Source: an optimization exercise on an open RTL-to-GDS flow (aim: small area, a short achievable clock period and few clock cycles per item). Production flows keep margins and buffers that such runs may drop. Only simulation tests tie the RTL to the original design; equivalence was not proved.

==> flow/design.v (outline; a module is shown in full before it is edited, if it fits) <==
// module SNN: 2044 lines
// module FA: 4 lines
// module XNM: 3 lines
// module ORM: 3 lines
// module XRM: 3 lines
// module ANM: 3 lines
module SNN(
	input clk,
	input rst_n,
	input in_valid,
	input [7:0] img,
	input [7:0] ker,
	input [7:0] weight,
	output reg out_valid,
	output reg [9:0] out_data
);
  // ...
==> flow/flow/run.sh <==
#!/bin/bash
set -euo pipefail
export BUFFER_PORTS_ARGS="-buffer_cell sky130_fd_sc_hd__buf_4"
export SETUP_SLACK_MARGIN=10.85
export CTS_ARGS="-sink_clustering_enable -repair_clock_nets -dont_use_dummy_load -sink_clustering_size 25 -sink_clustering_max_diameter 80 -buf_list {sky130_fd_sc_hd__clkbuf_8 sky130_fd_sc_hd__clkbuf_16}"
bash standard.sh > standard_flow.log 2>&1
==> flow/standard.sh <==
#!/bin/bash
# synth_recipe.tcl (not shown) runs the flow's synth.tcl, then flattens the netlist and writes it again
# the make line also repeats each setting of config.mk as NAME=value (left out here)
make -C /OpenROAD-flow-scripts/flow DESIGN_CONFIG=/design/flow/config.mk WORK_HOME=/design/flow/orfs CLKGATE_MAP_FILE= SYNTH_SCRIPT=/design/flow/synth_recipe.tcl "${@:-finish}"
==> flow/config.mk <==
export PLATFORM = sky130hd
export DESIGN_NAME = SNN
export DESIGN_NICKNAME = SNN
export VERILOG_FILES = /design/flow/design.v
export SDC_FILE = /design/flow/constraint.sdc
export NUM_CORES = 4
export LEC_CHECK = 0
export CAP_MARGIN = 20
export CORE_MARGIN = 2
export CORE_UTILIZATION = 55
export CTS_BUF_LIST = sky130_fd_sc_hd__clkbuf_8 sky130_fd_sc_hd__clkbuf_16
export CTS_CLUSTER_DIAMETER = 80
export CTS_CLUSTER_SIZE = 25
export SLEW_MARGIN = 20
export SYNTH_HIERARCHICAL = 1
==> flow/constraint.sdc <==
create_clock -name core_clock -period 15.0 [get_ports {clk}]
set_input_delay 3.0000 -clock core_clock [delete_from_list [all_inputs] [get_ports {clk}]]
set_output_delay 3.0000 -clock core_clock [all_outputs]
set_load 0.01 [all_outputs]
==> run_results.csv, run 1 <==
group,metric,value,unit
status,outcome,"timing/DRC/antenna clean",
critical_path,endpoint_kind,"flop",
cells_and_area,n_fill_cell,4732,
place,dp.cells,3315,
flow_run,cap_violations,0,
grt,grt_first_pass_wirelength,125000,µm
floorplanning,die_w,247,µm
clock_network,clockRootBuffer,"clkbuf_16",
critical_path,endpoint,"r1b[10]$_DFF_P_",
cells_and_area,num-nonclk-buffers,107,
logic_synthesis,avgSynthCellArea,12.1,µm²
logic_synthesis,yosys_warnings,7,
cells_and_area,sh_seq_area,0.324,
logic_synthesis,synth_cells,2665,
cells_and_area,nonClockInverterCount,91,
grt,met2_usage,0.486,
cells_and_area,top_register,"r3a",
clock_network,post-cts-setup-buffers,28,
timing,setup_violations,0,
critical_path,r2r-end,"r1b[10]$_DFF_P_",
critical_path,cpMostUsedCell,"fa_1",
place,dp_hpwl,63500,µm
clock_network,cts_tree,"built",
cells_and_area,final_cell_mix,"628 x nand2_1, 615 x fa_1, 255 x dfxtp_1",
timing,slew_headroom,0.260,
logic_synthesis,synth-compound-area-share,0.0371,
critical_path,start_kind,"flop",
critical_path,crit_chain,"nand2_1 > fa_1 > fa_1 > fa_1 > fa_1 > fa_1 > fa_1 > fa_1",
cells_and_area,drive_gt1_frac,0.124,
timing,fin_crit_sh,0.274,
critical_path,cp.required,15480,ps
cells_and_area,multi_input_gates,1934,
critical_path,startpoint,"sr11[2]$_DFF_P_",
floorplanning,core-area,57900,µm²
timing,rsz0062_at_grt,"yes",
cells_and_area,n_antenna_cell,0,
logic_synthesis,synth.area.top_cells,"fa_1 39%, dfxtp_1 20%, edfxtp_1 12%, nand2_1 7.3%, ha_1 3.6%",
cells_and_area,largest_class,"multi-input gates",
grt,grt_usage,0.275,
Testbench counts, summed over its fixed seeds: cycles 25,920, items 320.
==> inputs of run 2 (changes only) <==
--- a/flow/design.v
+++ b/flow/design.v
@@ -1209,17 +1209,16 @@
 wire [19:0] t3_b = {1'b1, t3_403, t3_401, t3_399, t3_397, t3_395, t3_393, t3_391, t3_389, t3_387, t3_385, t3_383, t3_381, t3_379, t3_377, t3_375, t3_373, t3_371, t3_369, 1'b1};
 always @(posedge clk) begin
 	r1a <= t1_a; r1b <= t1_b;
 	r2a <= t2_a; r2b <= t2_b;
 	r3a <= t3_a; r3b <= t3_b;
 end
 reg [11:0] ys_n;
 reg [7:0] qs;
-reg [7:0] gs;
 wire ay_c1 = ~(r3a[0] | r3b[0]);
 wire ay_c2 = ~(r3a[1] | r3b[1]);
 wire ay_c3 = ~(r3a[2] | r3b[2]);
 wire ay_c4 = ~(r3a[3] | r3b[3]);
 wire ay_c5 = ~(r3a[4] | r3b[4]);
 wire ay_c6 = ~(r3a[5] | r3b[5]);
 wire ay_c7 = ~(r3a[6] | r3b[6]);
 wire ay_c8 = ~(r3a[7] | r3b[7]);
@@ -1663,279 +1662,21 @@
 wire aq_c133 = ~(aq_c46 ^ aq_c112);
 wire aq_c134 = ~(aq_c47 ^ aq_c98);
 wire aq_c135 = ~(aq_c48 ^ aq_c114);
 wire aq_c136 = ~(aq_c49 ^ aq_c88);
 wire aq_c137 = ~(aq_c50 ^ aq_c116);
 wire aq_c138 = ~(aq_c51 ^ aq_c100);
 wire aq_c139 = ~(aq_c52 ^ aq_c118);
 wire [7:0] qsum = {aq_c139, aq_c138, aq_c137, aq_c136, aq_c135, aq_c134, aq_c133, aq_c132};
-wire ag_c1 = ~(r3a[0] | r3b[0]);
-wire ag_c2 = ~(r3a[1] | r3b[1]);
-wire ag_c3 = ~(r3a[2] | r3b[2]);
-wire ag_c4 = ~(r3a[3] | r3b[3]);
-wire ag_c5 = ~(r3a[4] | r3b[4]);
-wire ag_c6 = ~(r3a[5] | r3b[5]);
-wire ag_c7 = ~(r3a[6] | r3b[6]);
-wire ag_c8 = ~(r3a[7] | r3b[7]);
-wire ag_c9 = ~(r3a[8] | r3b[8]);
-wire ag_c10 = ~(r3a[9] | r3b[9]);
-wire ag_c11 = ~(r3a[10] | r3b[10]);
-wire ag_c12 = ~(r3a[11] | r3b[11]);
-wire ag_c13 = ~(r3a[12] | r3b[12]);
-wire ag_c14 = ~(r3a[13] | r3b[13]);
-wire ag_c15 = ~(r3a[14] | r3b[14]);
-wire ag_c16 = ~(r3a[15] | r3b[15]);
-wire ag_c17 = ~(r3a[16] | r3b[16]);
-wire ag_c18 = r3a[0] ^ r3b[0];
-wire ag_c19 = r3a[1] ^ r3b[1];
-wire ag_c20 = r3a[2] ^ r3b[2];
-wire ag_c21 = r3a[3] ^ r3b[3];
-wire ag_c22 = r3a[4] ^ r3b[4];
-wire ag_c23 = r3a[5] ^ r3b[5];
-wire ag_c24 = r3a[6] ^ r3b[6];
-wire ag_c25 = r3a[7] ^ r3b[7];
-wire ag_c26 = r3a[8] ^ r3b[8];
-wire ag_c27 = r3a[9] ^ r3b[9];
-wire ag_c28 = r3a[10] ^ r3b[10];
-wire ag_c29 = r3a[11] ^ r3b[11];
-wire ag_c30 = r3a[12] ^ r3b[12];
-wire ag_c31 = r3a[13] ^ r3b[13];
-wire ag_c32 = r3a[14] ^ r3b[14];
-wire ag_c33 = r3a[15] ^ r3b[15];
-wire ag_c34 = r3a[16] ^ r3b[16];
-wire ag_c35 = ag_c2 | (ag_c19 & ag_c1);
-wire ag_c36 = ag_c19 & ag_c18;
-wire ag_c37 = ag_c4 | (ag_c21 & ag_c3);
-wire ag_c38 = ag_c21 & ag_c20;
-wire ag_c39 = ag_c6 | (ag_c23 & ag_c5);
-wire ag_c40 = ag_c23 & ag_c22;
-wire ag_c41 = ag_c8 | (ag_c25 & ag_c7);
-wire ag_c42 = ag_c25 & ag_c24;
-wire ag_c43 = ag_c3 | (ag_c20 & ag_c35);
-wire ag_c44 = ag_c20 & ag_c36;
-wire ag_c45 = ag_c37 | (ag_c38 & ag_c35);
-wire ag_c46 = ag_c38 & ag_c36;
-wire ag_c47 = ag_c7 | (ag_c24 & ag_c39);
-wire ag_c48 = ag_c24 & ag_c40;
-wire ag_c49 = ag_c41 | (ag_c42 & ag_c39);
-wire ag_c50 = ag_c42 & ag_c40;
-wire ag_c51 = ag_c5 | (ag_c22 & ag_c45);
-wire ag_c52 = ag_c22 & ag_c46;
-wire ag_c53 = ag_c39 | (ag_c40 & ag_c45);
-wire ag_c54 = ag_c40 & ag_c46;
-wire ag_c55 = ag_c47 | (ag_c48 & ag_c45);
-wire ag_c56 = ag_c48 & ag_c46;
-wire ag_c57 = ag_c49 | (ag_c50 & ag_c45);
-wire ag_c58 = ag_c50 & ag_c46;
-wire ag_c59 = ag_c2 | (ag_c19 & ag_c1);
-wire ag_c60 = ag_c19 & ag_c18;
-wire ag_c61 = ag_c4 | (ag_c21 & ag_c3);
-wire ag_c62 = ag_c21 & ag_c20;
-wire ag_c63 = ag_c6 | (ag_c23 & ag_c5);
-wire ag_c64 = ag_c23 & ag_c22;
-wire ag_c65 = ag_c8 | (ag_c25 & ag_c7);
-wire ag_c66 = ag_c25 & ag_c24;
-wire ag_c67 = ag_c10 | (ag_c27 & ag_c9);
-wire ag_c68 = ag_c27 & ag_c26;
-wire ag_c69 = ag_c12 | (ag_c29 & ag_c11);
-wire ag_c70 = ag_c29 & ag_c28;
-wire ag_c71 = ag_c14 | (ag_c31 & ag_c13);
-wire ag_c72 = ag_c31 & ag_c30;
-wire ag_c73 = ag_c16 | (ag_c33 & ag_c15);
-wire ag_c74 = ag_c33 & ag_c32;
-wire ag_c75 = ag_c3 | (ag_c20 & ag_c59);
-wire ag_c76 = ag_c20 & ag_c60;
-wire ag_c77 = ag_c61 | (ag_c62 & ag_c59);
-wire ag_c78 = ag_c62 & ag_c60;
-wire ag_c79 = ag_c7 | (ag_c24 & ag_c63);
-wire ag_c80 = ag_c24 & ag_c64;
-wire ag_c81 = ag_c65 | (ag_c66 & ag_c63);
-wire ag_c82 = ag_c66 & ag_c64;
-wire ag_c83 = ag_c11 | (ag_c28 & ag_c67);
-wire ag_c84 = ag_c28 & ag_c68;
-wire ag_c85 = ag_c69 | (ag_c70 & ag_c67);
-wire ag_c86 = ag_c70 & ag_c68;
-wire ag_c87 = ag_c15 | (ag_c32 & ag_c71);
-wire ag_c88 = ag_c32 & ag_c72;
-wire ag_c89 = ag_c73 | (ag_c74 & ag_c71);
-wire ag_c90 = ag_c74 & ag_c72;
-wire ag_c91 = ag_c5 | (ag_c22 & ag_c77);
-wire ag_c92 = ag_c22 & ag_c78;
-wire ag_c93 = ag_c63 | (ag_c64 & ag_c77);
-wire ag_c94 = ag_c64 & ag_c78;
-wire ag_c95 = ag_c79 | (ag_c80 & ag_c77);
-wire ag_c96 = ag_c80 & ag_c78;
-wire ag_c97 = ag_c81 | (ag_c82 & ag_c77);
-wire ag_c98 = ag_c82 & ag_c78;
-wire ag_c99 = ag_c13 | (ag_c30 & ag_c85);
-wire ag_c100 = ag_c30 & ag_c86;
-wire ag_c101 = ag_c71 | (ag_c72 & ag_c85);
-wire ag_c102 = ag_c72 & ag_c86;
-wire ag_c103 = ag_c87 | (ag_c88 & ag_c85);
-wire ag_c104 = ag_c88 & ag_c86;
-wire ag_c105 = ag_c89 | (ag_c90 & ag_c85);
-wire ag_c106 = ag_c90 & ag_c86;
-wire ag_c107 = ag_c9 | (ag_c26 & ag_c97);
-wire ag_c108 = ag_c26 & ag_c98;
-wire ag_c109 = ag_c67 | (ag_c68 & ag_c97);
-wire ag_c110 = ag_c68 & ag_c98;
-wire ag_c111 = ag_c83 | (ag_c84 & ag_c97);
-wire ag_c112 = ag_c84 & ag_c98;
-wire ag_c113 = ag_c85 | (ag_c86 & ag_c97);
-wire ag_c114 = ag_c86 & ag_c98;
-wire ag_c115 = ag_c99 | (ag_c100 & ag_c97);
-wire ag_c116 = ag_c100 & ag_c98;
-wire ag_c117 = ag_c101 | (ag_c102 & ag_c97);
-wire ag_c118 = ag_c102 & ag_c98;
-wire ag_c119 = ag_c103 | (ag_c104 & ag_c97);
-wire ag_c120 = ag_c104 & ag_c98;
-wire ag_c121 = ag_c105 | (ag_c106 & ag_c97);
-wire ag_c122 = ag_c106 & ag_c98;
-wire ag_c123 = ag_c34 ^ ag_c121;
-wire ag_c124 = ~ag_c57;
-wire ag_1, ag_2; FA uag_1 (r3a[0], r3a[8], r3b[0], ag_1, ag_2);
-wire ag_3, ag_4; FA uag_3 (r3a[1], r3a[9], r3b[1], ag_3, ag_4);
-wire ag_5, ag_6; FA uag_5 (r3a[2], r3a[10], r3b[2], ag_5, ag_6);
-wire ag_7, ag_8; FA uag_7 (r3a[3], r3a[11], r3b[3], ag_7, ag_8);
-wire ag_9, ag_10; FA uag_9 (r3a[4], r3a[12], r3b[4], ag_9, ag_10);
-wire ag_11, ag_12; FA uag_11 (r3a[5], r3a[13], r3b[5], ag_11, ag_12);
-wire ag_13, ag_14; FA uag_13 (r3a[6], r3a[14], r3b[6], ag_13, ag_14);
-wire ag_15, ag_16; FA uag_15 (r3a[7], r3a[15], r3b[7], ag_15, ag_16);
-wire ag_17, ag_18; FA uag_17 (r3a[8], r3a[16], r3b[8], ag_17, ag_18);
-wire ag_19, ag_20; FA uag_19 (r3b[8], ag_1, ag_c124, ag_19, ag_20);
-wire ag_21, ag_22; FA uag_21 (r3b[9], ag_2, ag_3, ag_21, ag_22);
-wire ag_23, ag_24; FA uag_23 (r3b[10], ag_4, ag_5, ag_23, ag_24);
-wire ag_25, ag_26; FA uag_25 (r3b[11], ag_6, ag_7, ag_25, ag_26);
-wire ag_27, ag_28; FA uag_27 (r3b[12], ag_8, ag_9, ag_27, ag_28);
-wire ag_29, ag_30; FA uag_29 (r3b[13], ag_10, ag_11, ag_29, ag_30);
-wire ag_31, ag_32; FA uag_31 (r3b[14], ag_12, ag_13, ag_31, ag_32);
-wire ag_33, ag_34; FA uag_33 (r3b[15], ag_14, ag_15, ag_33, ag_34);
-wire ag_35, ag_36; FA uag_35 (r3b[16], ag_16, ag_17, ag_35, ag_36);
-wire ag_37, ag_38; FA uag_37 (r3a[9], r3b[9], ag_18, ag_37, ag_38);
-wire ag_39, ag_40; XNM uag_39 (r3a[10], r3b[10], ag_39); ORM uag_40 (r3a[10], r3b[10], ag_40);
-wire ag_41, ag_42; XNM uag_41 (r3a[11], r3b[11], ag_41); ORM uag_42 (r3a[11], r3b[11], ag_42);
-wire ag_43, ag_44; XNM uag_43 (r3a[12], r3b[12], ag_43); ORM uag_44 (r3a[12], r3b[12], ag_44);
-wire ag_45, ag_46; XNM uag_45 (r3a[13], r3b[13], ag_45); ORM uag_46 (r3a[13], r3b[13], ag_46);
-wire ag_47, ag_48; XNM uag_47 (r3a[14], r3b[14], ag_47); ORM uag_48 (r3a[14], r3b[14], ag_48);
-wire ag_49, ag_50; XNM uag_49 (r3a[15], r3b[15], ag_49); ORM uag_50 (r3a[15], r3b[15], ag_50);
-wire ag_51, ag_52; XNM uag_51 (r3a[16], r3b[16], ag_51); ORM uag_52 (r3a[16], r3b[16], ag_52);
-wire ag_c125 = ag_19 & 1'b1;
-wire ag_c126 = ag_20 & ag_21;
-wire ag_c127 = ag_22 & ag_23;
-wire ag_c128 = ag_24 & ag_25;
-wire ag_c129 = ag_26 & ag_27;
-wire ag_c130 = ag_28 & ag_29;
-wire ag_c131 = ag_30 & ag_31;
-wire ag_c132 = ag_32 & ag_33;
-wire ag_c133 = ag_34 & ag_35;
-wire ag_c134 = ag_36 & ag_37;
-wire ag_c135 = ag_38 & ag_39;
-wire ag_c136 = ag_40 & ag_41;
-wire ag_c137 = ag_42 & ag_43;
-wire ag_c138 = ag_44 & ag_45;
-wire ag_c139 = ag_46 & ag_47;
-wire ag_c140 = ag_48 & ag_49;
-wire ag_c141 = ag_50 & ag_51;
-wire ag_c142 = ag_19 ^ 1'b1;
-wire ag_c143 = ag_20 ^ ag_21;
-wire ag_c144 = ag_22 ^ ag_23;
-wire ag_c145 = ag_24 ^ ag_25;
-wire ag_c146 = ag_26 ^ ag_27;
-wire ag_c147 = ag_28 ^ ag_29;
-wire ag_c148 = ag_30 ^ ag_31;
-wire ag_c149 = ag_32 ^ ag_33;
-wire ag_c150 = ag_34 ^ ag_35;
-wire ag_c151 = ag_36 ^ ag_37;
-wire ag_c152 = ag_38 ^ ag_39;
-wire ag_c153 = ag_40 ^ ag_41;
-wire ag_c154 = ag_42 ^ ag_43;
-wire ag_c155 = ag_44 ^ ag_45;
-wire ag_c156 = ag_46 ^ ag_47;
-wire ag_c157 = ag_48 ^ ag_49;
-wire ag_c158 = ag_50 ^ ag_51;
-wire ag_c159 = ~ag_c123;
-wire ag_c160 = ag_c125 | (ag_c142 & ag_c159);
-wire ag_c161 = ag_c126 | (ag_c143 & ag_c160);
-wire ag_c162 = ag_c143 & ag_c142;
-wire ag_c163 = ag_c128 | (ag_c145 & ag_c127);
-wire ag_c164 = ag_c145 & ag_c144;
-wire ag_c165 = ag_c130 | (ag_c147 & ag_c129);
-wire ag_c166 = ag_c147 & ag_c146;
-wire ag_c167 = ag_c132 | (ag_c149 & ag_c131);
-wire ag_c168 = ag_c149 & ag_c148;
-wire ag_c169 = ag_c134 | (ag_c151 & ag_c133);
-wire ag_c170 = ag_c151 & ag_c150;
-wire ag_c171 = ag_c136 | (ag_c153 & ag_c135);
-wire ag_c172 = ag_c153 & ag_c152;
-wire ag_c173 = ag_c138 | (ag_c155 & ag_c137);
-wire ag_c174 = ag_c155 & ag_c154;
-wire ag_c175 = ag_c140 | (ag_c157 & ag_c139);
-wire ag_c176 = ag_c157 & ag_c156;
-wire ag_c177 = ag_c163 | (ag_c164 & ag_c161);
-wire ag_c178 = ag_c164 & ag_c162;
-wire ag_c179 = ag_c167 | (ag_c168 & ag_c165);
-wire ag_c180 = ag_c168 & ag_c166;
-wire ag_c181 = ag_c171 | (ag_c172 & ag_c169);
-wire ag_c182 = ag_c172 & ag_c170;
-wire ag_c183 = ag_c175 | (ag_c176 & ag_c173);
-wire ag_c184 = ag_c176 & ag_c174;
-wire ag_c185 = ag_c179 | (ag_c180 & ag_c177);
-wire ag_c186 = ag_c180 & ag_c178;
-wire ag_c187 = ag_c183 | (ag_c184 & ag_c181);
-wire ag_c188 = ag_c184 & ag_c182;
-wire ag_c189 = ag_c187 | (ag_c188 & ag_c185);
-wire ag_c190 = ag_c188 & ag_c186;
-wire ag_c191 = ag_c181 | (ag_c182 & ag_c185);
-wire ag_c192 = ag_c182 & ag_c186;
-wire ag_c193 = ag_c165 | (ag_c166 & ag_c177);
-wire ag_c194 = ag_c166 & ag_c178;
-wire ag_c195 = ag_c169 | (ag_c170 & ag_c185);
-wire ag_c196 = ag_c170 & ag_c186;
-wire ag_c197 = ag_c173 | (ag_c174 & ag_c191);
-wire ag_c198 = ag_c174 & ag_c192;
-wire ag_c199 = ag_c127 | (ag_c144 & ag_c161);
-wire ag_c200 = ag_c144 & ag_c162;
-wire ag_c201 = ag_c129 | (ag_c146 & ag_c177);
-wire ag_c202 = ag_c146 & ag_c178;
-wire ag_c203 = ag_c131 | (ag_c148 & ag_c193);
-wire ag_c204 = ag_c148 & ag_c194;
-wire ag_c205 = ag_c133 | (ag_c150 & ag_c185);
-wire ag_c206 = ag_c150 & ag_c186;
-wire ag_c207 = ag_c135 | (ag_c152 & ag_c195);
-wire ag_c208 = ag_c152 & ag_c196;
-wire ag_c209 = ag_c137 | (ag_c154 & ag_c191);
-wire ag_c210 = ag_c154 & ag_c192;
-wire ag_c211 = ag_c139 | (ag_c156 & ag_c197);
-wire ag_c212 = ag_c156 & ag_c198;
-wire ag_c213 = ag_c141 | (ag_c158 & ag_c189);
-wire ag_c214 = ag_c158 & ag_c190;
-wire ag_c215 = ~(ag_c142 ^ ag_c159);
-wire ag_c216 = ~(ag_c143 ^ ag_c160);
-wire ag_c217 = ~(ag_c144 ^ ag_c161);
-wire ag_c218 = ~(ag_c145 ^ ag_c199);
-wire ag_c219 = ~(ag_c146 ^ ag_c177);
-wire ag_c220 = ~(ag_c147 ^ ag_c201);
-wire ag_c221 = ~(ag_c148 ^ ag_c193);
-wire ag_c222 = ~(ag_c149 ^ ag_c203);
-wire ag_c223 = ~(ag_c150 ^ ag_c185);
-wire ag_c224 = ~(ag_c151 ^ ag_c205);
-wire ag_c225 = ~(ag_c152 ^ ag_c195);
-wire ag_c226 = ~(ag_c153 ^ ag_c207);
-wire ag_c227 = ~(ag_c154 ^ ag_c191);
-wire ag_c228 = ~(ag_c155 ^ ag_c209);
-wire ag_c229 = ~(ag_c156 ^ ag_c197);
-wire ag_c230 = ~(ag_c157 ^ ag_c211);
-wire ag_c231 = ~(ag_c158 ^ ag_c189);
-wire [7:0] gsum = {ag_c231, ag_c230, ag_c229, ag_c228, ag_c227, ag_c226, ag_c225, ag_c224};
 always @(posedge clk) begin
 	ys_n <= ~ysum;
 	qs <= qsum;
-	gs <= gsum;
 end
+wire [7:0] gs = ~ys_n[8:1];
 reg pool_v0, pool_v1, pool_v2, pool_v3, pool_f;
 always @(*) begin
 	case (s)
 		7'd16: {pool_v0, pool_v1, pool_v2, pool_v3, pool_f} = 5'b10001;
 		7'd17: {pool_v0, pool_v1, pool_v2, pool_v3, pool_f} = 5'b10000;
 		7'd18: {pool_v0, pool_v1, pool_v2, pool_v3, pool_f} = 5'b01001;
 		7'd19: {pool_v0, pool_v1, pool_v2, pool_v3, pool_f} = 5'b01000;
 		7'd22: {pool_v0, pool_v1, pool_v2, pool_v3, pool_f} = 5'b10000;
==> run_results.csv, run 2 <==
group,metric,value,unit
status,outcome,"timing/DRC/antenna clean",
hold_path,hold_class,"reg -> reg",
clock_network,clock_path_buffers,3,
logic_synthesis,synth_common_cells,"627 x nand2_1, 601 x fa_1, 323 x dfxtp_1, 163 x clkbuf_1, 130 x edfxtp_1",
critical_path,worst_path_max_delay_cell,"or4_4",
timing,rsz0062_at_grt,"yes",
route,drt-total-wl,78300,µm
logic_synthesis,yosys_warnings,7,
logic_synthesis,yosysTopAreaCellShare,0.385,
floorplanning,initial_core_util,0.555,
critical_path,critPathKind,"reg -> reg",
timing,tightest_slew,1070,ps
logic_synthesis,synth_cells,2590,
critical_path,slowest_delay,560,ps
logic_synthesis,avgSynthCellArea,12.1,µm²
cells_and_area,n_antenna_cell,0,
clock_network,insertion_delay,620,ps
cells_and_area,final_cells,3318,
cells_and_area,syn2layout_area_growth,7.00,%
cells_and_area,top_register,"r3a",
critical_path,path_delay_family,"compound AO/OA/AOI/OAI gates",
critical_path,crit_path_max_fanout,5,
timing,fmax,238,MHz
route,first_pass_iters,8,
critical_path,start_kind,"flop",
floorplanning,ios,38,
critical_path,crit_chain,"inv_4 > ha_4 > inv_2 > fa_2 > a211oi_2 > o21ai_1 > o211ai_1 > buf_4 > xnor2_1 > ha_1 > a21oi_2 > o21bai_2 > a2111oi_4 > or4_4 > a2111o_1 > a211o_1 > and3_1",
cells_and_area,drive_gt1_frac,0.128,
critical_path,arrival,4730,ps
place,place.gp.congestion,0.909,
grt,grt_first_pass_wirelength,122000,µm
logic_synthesis,synth.area.top_cells,"fa_1 38%, dfxtp_1 21%, edfxtp_1 12%, nand2_1 7.5%, ha_1 3.1%",
clock_network,cts_tree,"built",
grt,overflow,0,
logic_synthesis,synth_cell_type_count,71,
clock_network,cts-buffers-inserted,29,
timing,drv_slew,0,
logic_synthesis,post-synth-top-count-cell,"nand2_1",
critical_path,cp.required,15520,ps
route,vias,18468,
logic_synthesis,syn-cell-area,31300,µm²
cells_and_area,n_fill_cell,4588,
critical_path,path_buf_inv,3,
cells_and_area,final_cell_mix,"625 x nand2_1, 585 x fa_1, 253 x dfxtp_1",
cells_and_area,largest_registers,"r3a x20, r2a x19, r3b x18",
timing,slew_headroom,0.278,
grt,grt_pass1_vias,20826,
critical_path,endpoint_kind,"flop",
cells_and_area,mostFrequentLayoutCell,"nand2_1",
clock_network,cts_htree_levels,1,
floorplanning,fp.dieH,242,µm
floorplanning,fp.dieArea,58800,µm²
logic_synthesis,yosys.area.top_type,"fa_1",
route,viasPerCell,5.57,
timing,setup_violations,0,
route,first_iter_violations,1450,
floorplanning,die_w,242,µm
logic_synthesis,synth_edf_count,130,
clock_network,clk_pin_slew,90,ps
timing,skew,71.8,ps
clock_network,clockRootBuffer,"clkbuf_16",
grt,antenna_found_initial,1,
logic_synthesis,synth-main-ff-cell,"dfxtp_1",
place,dp_hpwl,61900,µm
flow_run,cap_violations,0,
timing,min_period,4210,ps
place,dp.cells,3228,
cells_and_area,largest_reg_flops,20,
logic_synthesis,ys_ff_latch,476,
cells_and_area,fin_nets,3269,
floorplanning,num_rows,87,
floorplanning,core-area,56300,µm²
logic_synthesis,seq_area_frac_synth,0.350,
grt,grt_max_degree,58,
timing,fin_setup_tns,0,ps
route,wl_per_cell,23.6,µm
timing,finalHoldViolCount,0,
grt,grt_usage,0.277,
route,ant_nets,0,
place,portBuffers,37,
timing,fin_crit_sh,0.281,
logic_synthesis,async_flop_share,0.0483,
route,drc,0,
clock_network,cts.sinks,476,
==> run 2: metal layers <==
| metal | up-vias | global-route usage | wire, µm |
|---|---|---|---|
| met5 | - | 0 | 0 |
| met4 | 0 | 0.102 | 3110 |
| met3 | 147 | 0.0532 | 5200 |
| met2 | 627 | 0.484 | 40300 |
| met1 | 9607 | 0.344 | 29700 |
| li1 | 8087 | - | - |
==> run 2: path summary, 6_finish.rpt <==
check,slack [ps],cells past startpoint,start,endpoint
max reg2reg,10790,17,ys_n[1]$_DFF_P_,out_data[3]$_DFF_PN0_
min reg2reg,290,0,gq3[5]$_DFF_P_,gq2[5]$_DFF_P_
max in group asynchronous,12480,1,rst_n,s[4]$_DFF_PN0_
min in group asynchronous,2260,1,rst_n,out_data[6]$_DFF_PN0_
max,10790,17,ys_n[1]$_DFF_P_,out_data[3]$_DFF_PN0_
min,290,0,gq3[5]$_DFF_P_,gq2[5]$_DFF_P_
==> run 2: cells by family after synthesis <==
| group | after synthesis | share of synthesized area |
|---|---|---|
| AND/OR/NAND/NOR | 882 | 0.122 |
| adder cells (fa/ha/maj) | 678 | 0.416 |
| flip-flops | 476 | 0.350 |
| buffers and inverters | 248 | 0.0302 |
| AO/OA/AOI/OAI | 159 | 0.0341 |
| XOR/XNOR | 84 | 0.0235 |
| multiplexers | 62 | 0.0239 |
| other | 1 | 0.000120 |
==> run 2: layout make-up <==
| type | count | area (µm²) | share of cell area |
|---|---|---|---|
| inverter | 77 | 292 | 0.00872 |
| tap | 756 | 946 | 0.0283 |
| multi-input combinational | 1876 | 19600 | 0.586 |
| clock buffer | 29 | 726 | 0.0217 |
| timing repair buffer | 104 | 835 | 0.0249 |
| sequential | 476 | 11100 | 0.331 |
==> run 2: Yosys stat by module (local to each module, per instance) <==
| module | cell area, µm² | copies in the design | flops+latches | cells |
|---|---|---|---|---|
| SNN | 18600 | 1 | 476 | 1893 |
| XRM | 8.76 | 9 | 0 | 1 |
| ORM | 6.26 | 44 | 0 | 1 |
| XNM | 8.76 | 45 | 0 | 1 |
| ANM | 6.26 | 9 | 0 | 1 |
| FA | 20.0 | 590 | 0 | 1 |
==> run 2: stage by stage <==
| step | setup WS (ps) | instance area, µm² | hold WS (ps) | util |
|---|---|---|---|---|
| after global routing | 10580 | 33500 | 284 | 0.594 |
| final | 10790 | 33500 | 289 | 0.594 |
| after detailed placement | 10540 | 31900 | 313 | 0.567 |
| after CTS | 10820 | 32900 | 287 | 0.585 |
| after global placement | 10630 | 31900 | 310 | 0.567 |
| after floorplan | 10910 | 31300 | 310 | - |
==> run 2: repair_timing <==
action / in CTS / in global routing
hold buffers: 0 / 0
cloned: 0 / 0
pin swaps: 11 / 25
setup endpoints to repair: 34 / 46
resized for setup: 36 / 97
setup buffers: 22 / 39
Testbench counts of run 2, summed over its fixed seeds: cycles 25,920, items 320.

==> what the ideal ports hide <==
In the flow no input, the clock included, has a driving cell. The finished layouts below were timed again as built, in two steps.
Step 1 (the two cells are an assumption about what drives the block):
set clk [get_ports {clk}]
set_driving_cell -lib_cell sky130_fd_sc_hd__clkbuf_16 $clk
set_driving_cell -lib_cell sky130_fd_sc_hd__buf_2 [delete_from_list [all_inputs] $clk]
Step 2, shift: input delay + t, output delay - t, t = (earliest + latest rising clock arrival at the registers) / 2. This alone moves slack from input paths to output paths.
Slacks: ideal ports / drivers / drivers and shift; pairs: ideal ports / drivers.
run	t, ns	setup slack, ns	worst setup path at the end	worst data-port slew with drivers (ns)
run 1	0.641	10.883 / 10.831 / 10.883	register to register	0.07
run 2	0.649	10.791 / 10.791 / 10.791	register to register	0.04
After both steps every run listed still meets setup and hold.
